From an optimization exercise on the open Yosys and OpenROAD flow, aimed at small area, a short achievable clock period and few clock cycles; shortcuts taken in it are not production practice.
In this exercise RTL edits were held to simulation tests only and were not proved equivalent to the original.

`flow/design.v`:
```
module matmul 
#(
    parameter DIM_BITS = 16,
    parameter MEM_AW = 16,
    parameter MEM_DW = 32,
    parameter PREC = 16)
(
    input [MEM_AW-1:0] aBASE,
    input [DIM_BITS-1:0] aCOLS,
    input [DIM_BITS-1:0] aROWS,
    input [DIM_BITS-1:0] aSTRIDE,
    input [MEM_AW-1:0] bBASE,
    input [DIM_BITS-1:0] bCOLS,
    input [DIM_BITS-1:0] bSTRIDE,
    input [MEM_AW-1:0] cBASE,
    input [DIM_BITS-1:0] cSTRIDE,
    input clk,
    input go,
    input [MEM_DW-1:0] mem_rdata,
    input rst_n,
    output reg [MEM_AW-1:0] mem_addr,
    output reg mem_req,
    output reg [MEM_DW-1:0] mem_wdata,
    output reg mem_write,
    output reg ret
);
localparam SM_MATMUL_FSM_S0=0;
localparam SM_MATMUL_FSM_S1=1;
localparam SM_MATMUL_FSM_S2=2;
localparam SM_MATMUL_FSM_S3=3;
localparam SM_MATMUL_FSM_S4=4;
localparam SM_MATMUL_FSM_S5=5;
localparam SM_MATMUL_FSM_S6=6;
localparam SM_MATMUL_FSM_S7=7;
localparam SM_MATMUL_FSM_S8=8;
localparam SM_MATMUL_FSM_S9=9;
localparam SM_MATMUL_FSM_S10=10;
localparam SM_MATMUL_FSM_S11=11;
reg [PREC-1:0] a;
reg [MEM_AW-1:0] a_i0;
reg [MEM_AW-1:0] a_ik;
reg [MEM_DW-1:0] acc;
reg [MEM_AW-1:0] b_0j;
reg [MEM_AW-1:0] b_kj;
reg [MEM_AW-1:0] c_i0;
reg [MEM_AW-1:0] c_ij;
reg [DIM_BITS-1:0] i;
reg [DIM_BITS-1:0] j;
reg [DIM_BITS-1:0] k;
reg [3:0] matmul_fsm_state;
always @(posedge clk or negedge rst_n) begin : matmul_fsm_clocked
    if (~rst_n) begin
        a <= 0;
        a_i0 <= 0;
        a_ik <= 0;
        acc <= 0;
        b_0j <= 0;
        b_kj <= 0;
        c_i0 <= 0;
        c_ij <= 0;
        i <= 0;
        j <= 0;
        k <= 0;
        matmul_fsm_state <= SM_MATMUL_FSM_S0;
        mem_addr <= 0;
        mem_req <= 0;
        mem_wdata <= 0;
        mem_write <= 0;
        ret <= 0;
    end
    else begin
        case (matmul_fsm_state)
            SM_MATMUL_FSM_S0 : begin
                ret <= 0;
                matmul_fsm_state <= SM_MATMUL_FSM_S1;
            end
            SM_MATMUL_FSM_S1 : begin
                if (~go) begin
                end
                else begin
                    a_i0 <= aBASE;
                    c_i0 <= cBASE;
                    i <= 0;
                    matmul_fsm_state <= SM_MATMUL_FSM_S2;
                end
            end
            SM_MATMUL_FSM_S2 : begin
                if (aROWS != i) begin
                    b_0j <= bBASE;
                    c_ij <= c_i0;
                    j <= 0;
                    matmul_fsm_state <= SM_MATMUL_FSM_S3;
                end
                else begin
                    ret <= 1;
                    matmul_fsm_state <= SM_MATMUL_FSM_S11;
                end
            end
            SM_MATMUL_FSM_S3 : begin
                if (bCOLS != j) begin
                    a_ik <= a_i0;
                    b_kj <= b_0j;
                    acc <= 0;
                    k <= 0;
                    matmul_fsm_state <= SM_MATMUL_FSM_S4;
                end
                else begin
                    a_i0 <= a_i0 + aSTRIDE;
                    c_i0 <= c_i0 + cSTRIDE;
                    i <= i + 1;
                    matmul_fsm_state <= SM_MATMUL_FSM_S2;
                end
            end
            SM_MATMUL_FSM_S4 : begin
                mem_addr <= a_ik;
                mem_write <= 0;
                mem_req <= 1;
                a_ik <= a_ik + 1;
                matmul_fsm_state <= SM_MATMUL_FSM_S5;
            end
            SM_MATMUL_FSM_S5 : begin
                mem_addr <= b_kj;
                mem_write <= 0;
                mem_req <= 1;
                b_kj <= b_kj + bSTRIDE;
                if (aCOLS != k) begin
                    matmul_fsm_state <= SM_MATMUL_FSM_S6;
                end
                else begin
                    mem_req <= 0;
                    matmul_fsm_state <= SM_MATMUL_FSM_S9;
                end
            end
            SM_MATMUL_FSM_S6 : begin
                k <= k + 1;
                matmul_fsm_state <= SM_MATMUL_FSM_S7;
            end
            SM_MATMUL_FSM_S7 : begin
                mem_addr <= a_ik;
                mem_write <= 0;
                mem_req <= 1;
                a_ik <= a_ik + 1;
                a <= mem_rdata[PREC-1:0];
                matmul_fsm_state <= SM_MATMUL_FSM_S8;
            end
            SM_MATMUL_FSM_S8 : begin
                mem_addr <= b_kj;
                mem_write <= 0;
                mem_req <= 1;
                b_kj <= b_kj + bSTRIDE;
                acc <= acc + a[PREC-1:0] * mem_rdata[PREC-1:0];
                if (aCOLS != k) begin
                    matmul_fsm_state <= SM_MATMUL_FSM_S6;
                end
                else begin
                    mem_req <= 0;
                    matmul_fsm_state <= SM_MATMUL_FSM_S9;
                end
            end
            SM_MATMUL_FSM_S9 : begin
                mem_wdata <= acc;
                mem_addr <= c_ij;
                mem_write <= 1;
                mem_req <= 1;
                b_0j <= b_0j + 1;
                c_ij <= c_ij + 1;
                j <= j + 1;
                matmul_fsm_state <= SM_MATMUL_FSM_S10;
            end
            SM_MATMUL_FSM_S10 : begin
                mem_req <= 0;
                if (bCOLS != j) begin
                    a_ik <= a_i0;
                    b_kj <= b_0j;
                    acc <= 0;
                    k <= 0;
                    matmul_fsm_state <= SM_MATMUL_FSM_S4;
                end
                else begin
                    a_i0 <= a_i0 + aSTRIDE;
                    c_i0 <= c_i0 + cSTRIDE;
                    i <= i + 1;
                    matmul_fsm_state <= SM_MATMUL_FSM_S2;
                end
            end
            SM_MATMUL_FSM_S11 : begin
                matmul_fsm_state <= SM_MATMUL_FSM_S0;
            end
        endcase
    end
end
endmodule
```
`flow/constraint.sdc`:
```
create_clock -name core_clock -period 10.0 [get_ports {clk}]
set_input_delay 2.0000 -clock core_clock [delete_from_list [all_inputs] [get_ports {clk}]]
set_output_delay 2.0000 -clock core_clock [all_outputs]
set_load 0.01 [all_outputs]
```
`flow/config.mk`:
```
export PLATFORM = sky130hd
export DESIGN_NAME = matmul
export DESIGN_NICKNAME = matmul
export VERILOG_FILES = /design/flow/design.v
export SDC_FILE = /design/flow/constraint.sdc
export NUM_CORES = 4
export LEC_CHECK = 0
export CAP_MARGIN = 20
export CORE_MARGIN = 2
export CORE_UTILIZATION = 40
export PLACE_DENSITY = 0.6
export SLEW_MARGIN = 20
```
`flow/run.sh`:
```
#!/bin/bash
# synth_recipe.tcl (not shown) runs the flow's synth.tcl, then flattens the netlist and writes it again
# the make line also repeats each setting of config.mk as NAME=value (left out here)
make -C /OpenROAD-flow-scripts/flow DESIGN_CONFIG=/design/flow/config.mk WORK_HOME=/design/flow/orfs CLKGATE_MAP_FILE= SYNTH_SCRIPT=/design/flow/synth_recipe.tcl finish
```
==> run notes <==
-- layout by cell type (no fill, tap or decap), drive strengths merged, types with 5 or more instances in the layout --
| master | n |
|---|---|
| nor4 | 16 |
| nand4 | 32 |
| buf | 20 |
| fa | 228 |
| a21oi | 129 |
| diode | 5 |
| o21bai | 6 |
| dfrtp | 247 |
| clkinv | 6 |
| nor2 | 172 |
| ha | 150 |
| xor2 | 66 |
| o22ai | 32 |
| and2 | 130 |
| or3 | 10 |
| mux2i | 9 |
| o21a | 13 |
| nand2b | 19 |
| a21o | 19 |
| nor2b | 12 |
| clkbuf | 40 |
| a221o | 9 |
| a41oi | 6 |
| nand3b | 5 |
| nand2 | 419 |
| nor3b | 6 |
| clkdlybuf4s50 | 212 |
| a211oi | 20 |
| o211ai | 19 |
| o21ai | 162 |
| a31oi | 33 |
| inv | 379 |
| a22oi | 18 |
| mux2 | 17 |
| o31ai | 7 |
| or2 | 6 |
| nor3 | 31 |
| and3 | 27 |
| xnor2 | 63 |
| nand3 | 57 |
-- flip-flops by register name, summed over array words and instances (netlist names), 4 cells and up --
signal            count
c_i0                 16
matmul_fsm_state      4
j                    16
mem_wdata            32
k                    16
a                    16
b_kj                 16
a_ik                 16
i                    16
mem_addr             16
a_i0                 16
b_0j                 16
acc                  32
c_ij                 16
-- path summary, 6_finish.rpt --
kind                                                  end  cells after the start                      start  slack [ps]
worst min-delay path            mem_wdata[16]$_DFFE_PN0P_                      2  mem_wdata[16]$_DFFE_PN0P_         470
worst max-delay path                  acc[30]$_DFFE_PN0P_                     21               mem_rdata[4]        1540
worst max register to register        acc[30]$_DFFE_PN0P_                     21           a[6]$_DFFE_PN0P_        3110
max in group asynchronous             a_i0[2]$_DFFE_PN0P_                      3                      rst_n        6610
min in group asynchronous                a[5]$_DFFE_PN0P_                      1                      rst_n        1360
worst min register to register  mem_wdata[16]$_DFFE_PN0P_                      2  mem_wdata[16]$_DFFE_PN0P_         470
-- through the flow --
| step | utilization [%] | setup WS (ps) |
|---|---|---|
| floorplan | - | 2420 |
| global placement | 45.5 | 1090 |
| detailed placement | 45.5 | 1100 |
| CTS | 47.3 | 1690 |
| global route | 47.3 | 1370 |
| finish | 47.3 | 1540 |
-- area by class of cell --
type	count	area (um2)	area share [%]
flip-flops and latches	247	6180	22.6
repair buffers	232	2280	8.34
well taps	765	957	3.50
inverters	378	1420	5.19
diodes	5	12.5	0.0458
clock buffers	40	860	3.14
clock inverters	13	189	0.691
multi-input cells	1993	15400	56.5
-- kinds of logic after synthesis --
kind of cell / count (synthesis) / share of synthesized area (%)
xor+xnor: 129 / 4.85
compound gates: 512 / 13.4
buf+inv: 492 / 7.96
simple gates: 948 / 18.8
mux: 26 / 1.20
fa+ha+maj: 378 / 27.4
flops: 247 / 26.3
-- layer usage --
| metal | share of wire [%] | up-vias |
|---|---|---|
| met3 | 5.8 | 105 |
| met2 | 47 | 528 |
| li1 | - | 9253 |
| met5 | 0.020 | - |
| met1 | 44 | 9675 |
| met4 | 3.1 | 2 |
-- worst max-delay path, cell delays in order --
cell and delay, ps:
clkdlybuf4s50_1 830, and2_1 400, fa_1 540, inv_1 50
fa_1 450, fa_1 520, inv_1 60, fa_1 460
fa_1 520, inv_1 50, fa_1 480, inv_1 40
ha_1 340, a21oi_1 360, o21ai_0 130, a31oi_1 240
o21ai_0 140, o41ai_1 730, o211ai_1 240, xnor2_1 200
o22ai_1 100
==> summary.md <==
| Metric | Value |
|---|---|
| Outcome | no timing/DRC/antenna violations |
| First-pass GRT wire length | 106 mm |
| Post-synth top cells | nand2_1, inv_1, dfrtp_1, fa_1, nor2_1 |
| TritonCTS Buffers | 31 |
| M2 GR Usage | 36.0% |
| Drt drc | 0 |
| Netlist Area Pre-Place | 23500 um2 |
| Initial antenna violation count | 6 |
| Placed Area | 26300 um2 |
| Synth top area share | 26.3% |
| Fmax | 118 MHz |
| WP data required | 10450 ps |
| Ports | 230 |
| Crit path time final | 8460 ps |
| Hold-fix buffers, CTS | 0 |
| Die area | 60600 um2 |
| Cells after synthesis | 2732 |
| # setup viols final | 0 |
| Fin Hold WS | 474 ps |
| Post-detail-place hpwl | 49.2 mm |
| Initial Util | 40.6% |
| H-tree depth | 1 |
| Vias/cell | 5.33 |
| Pins over their slew limit | 0 |
| Measured slew at the worst slew-check pin | 1110 ps |
| Rows | 88 |
| Seq cells post-synth | 247 |
| Syn. warnings | 1 |
| Die Ht | 246 um |
| Clock latency on the worst-skew pair | 600 ps |
| Final ANT Viol Nets | 0 |
| Layout cells sized above 1 | 3.82% |
| Post-cts sizing count | 0 |
| Min-Delay Path Class | register to register |
| Die span in x | 246 um |
| Post-layout instance area | 27300 um2 |
| Vias in the first global route | 20238 |
| Arrival @ worst endpoint | 8910 ps |
| Core Region | 57800 um2 |
| Port buffer count | 213 |
| GRT overflow | 0 |
| Clock sink count | 247 |
| Worst-case clock skew | 14.6 ps |
| RSZ-0062 raised after global routing | false |
| Setup TNS | 0 ps |
| Area grow syn2layout | 16.5% |
| Gr usage total | 21.8% |
| CTS tree | built |
| Largest net degree at the start of global routing | 84 |
| DP Cell Count | 3615 |
| Post-synthesis sequential area ratio | 26.3% |
| EDFF count, synth | 0 |
| Filler instances | 5656 |
| GRT busiest layer | met2 |
| Mapped Nets | 3289 |
| Avg Inst Size Synth | 8.59 um2 |
| Root Buffer | clkbuf_16 |
| DR vias | 19563 |
| Top FF cell, synth | dfrtp_1 |
| Fraction of registers with async set/reset | 100% |
| Critical path capture point type | register |
| CP Launch Type | primary input |
| Fin. Hold Viols | 0 |
| Crit Path Max Fanout | 17 |
| Synth cell types | 71 |
| GR Layer Usage met1 | 29.0% |
| Worst-path clk slew | 60 ps |
| 1st-iter DRT viols | 1039 |
| WL final | 64.5 mm |
| Layout Cells excl Fill | 3673 |
| Relative slew slack | 25.3% |
| Synth area leader | dfrtp_1 |
| M3 GR Usage | 3.83% |
| Final Net Count | 3440 |
| Tcrit/Tclk final | 84.6% |
| Post-CTS Setup Bufs | 0 |
| Count leader, synth | nand2_1 |
| Clock tree buffer depth | 3 |
| Max-Cap Viols | 0 |
| CP Class | primary input to register |
| Placer Congestion | 0.893 |
| TritonRoute pass-1 iters | 7 |
| WL/cell | 17.6 um |
| Largest cells by area after synthesis | dfrtp_1, fa_1, ha_1 |
Testbench counts, summed over its fixed seeds: cycles 149,008.

## static timing again, ports no longer ideal
The flow's constraints put no driver on any port. The routed layout listed below was extracted and timed again, unchanged, in two steps.
Step 1: set_driving_cell puts a clkbuf_16 on clk and a buf_2 on each other input, an assumption about the parent block.
Step 2 moves the port delays by t, midway between the first and last clock arrival at a register: inputs arrive t later, outputs are due t later. That takes back most of the time a late clock gives input paths.
Three values: no drivers, after step 1, after step 2; two values: the first two.
t (ns): 0.645
setup slack, ns: 1.541 / 1.575 / 0.929
cell pins on the clock port's net: 1
After both steps this run still meets setup and hold. For this run, drivers alone change the setup slack by +0.034 ns; drivers and shift together by -0.612 ns.
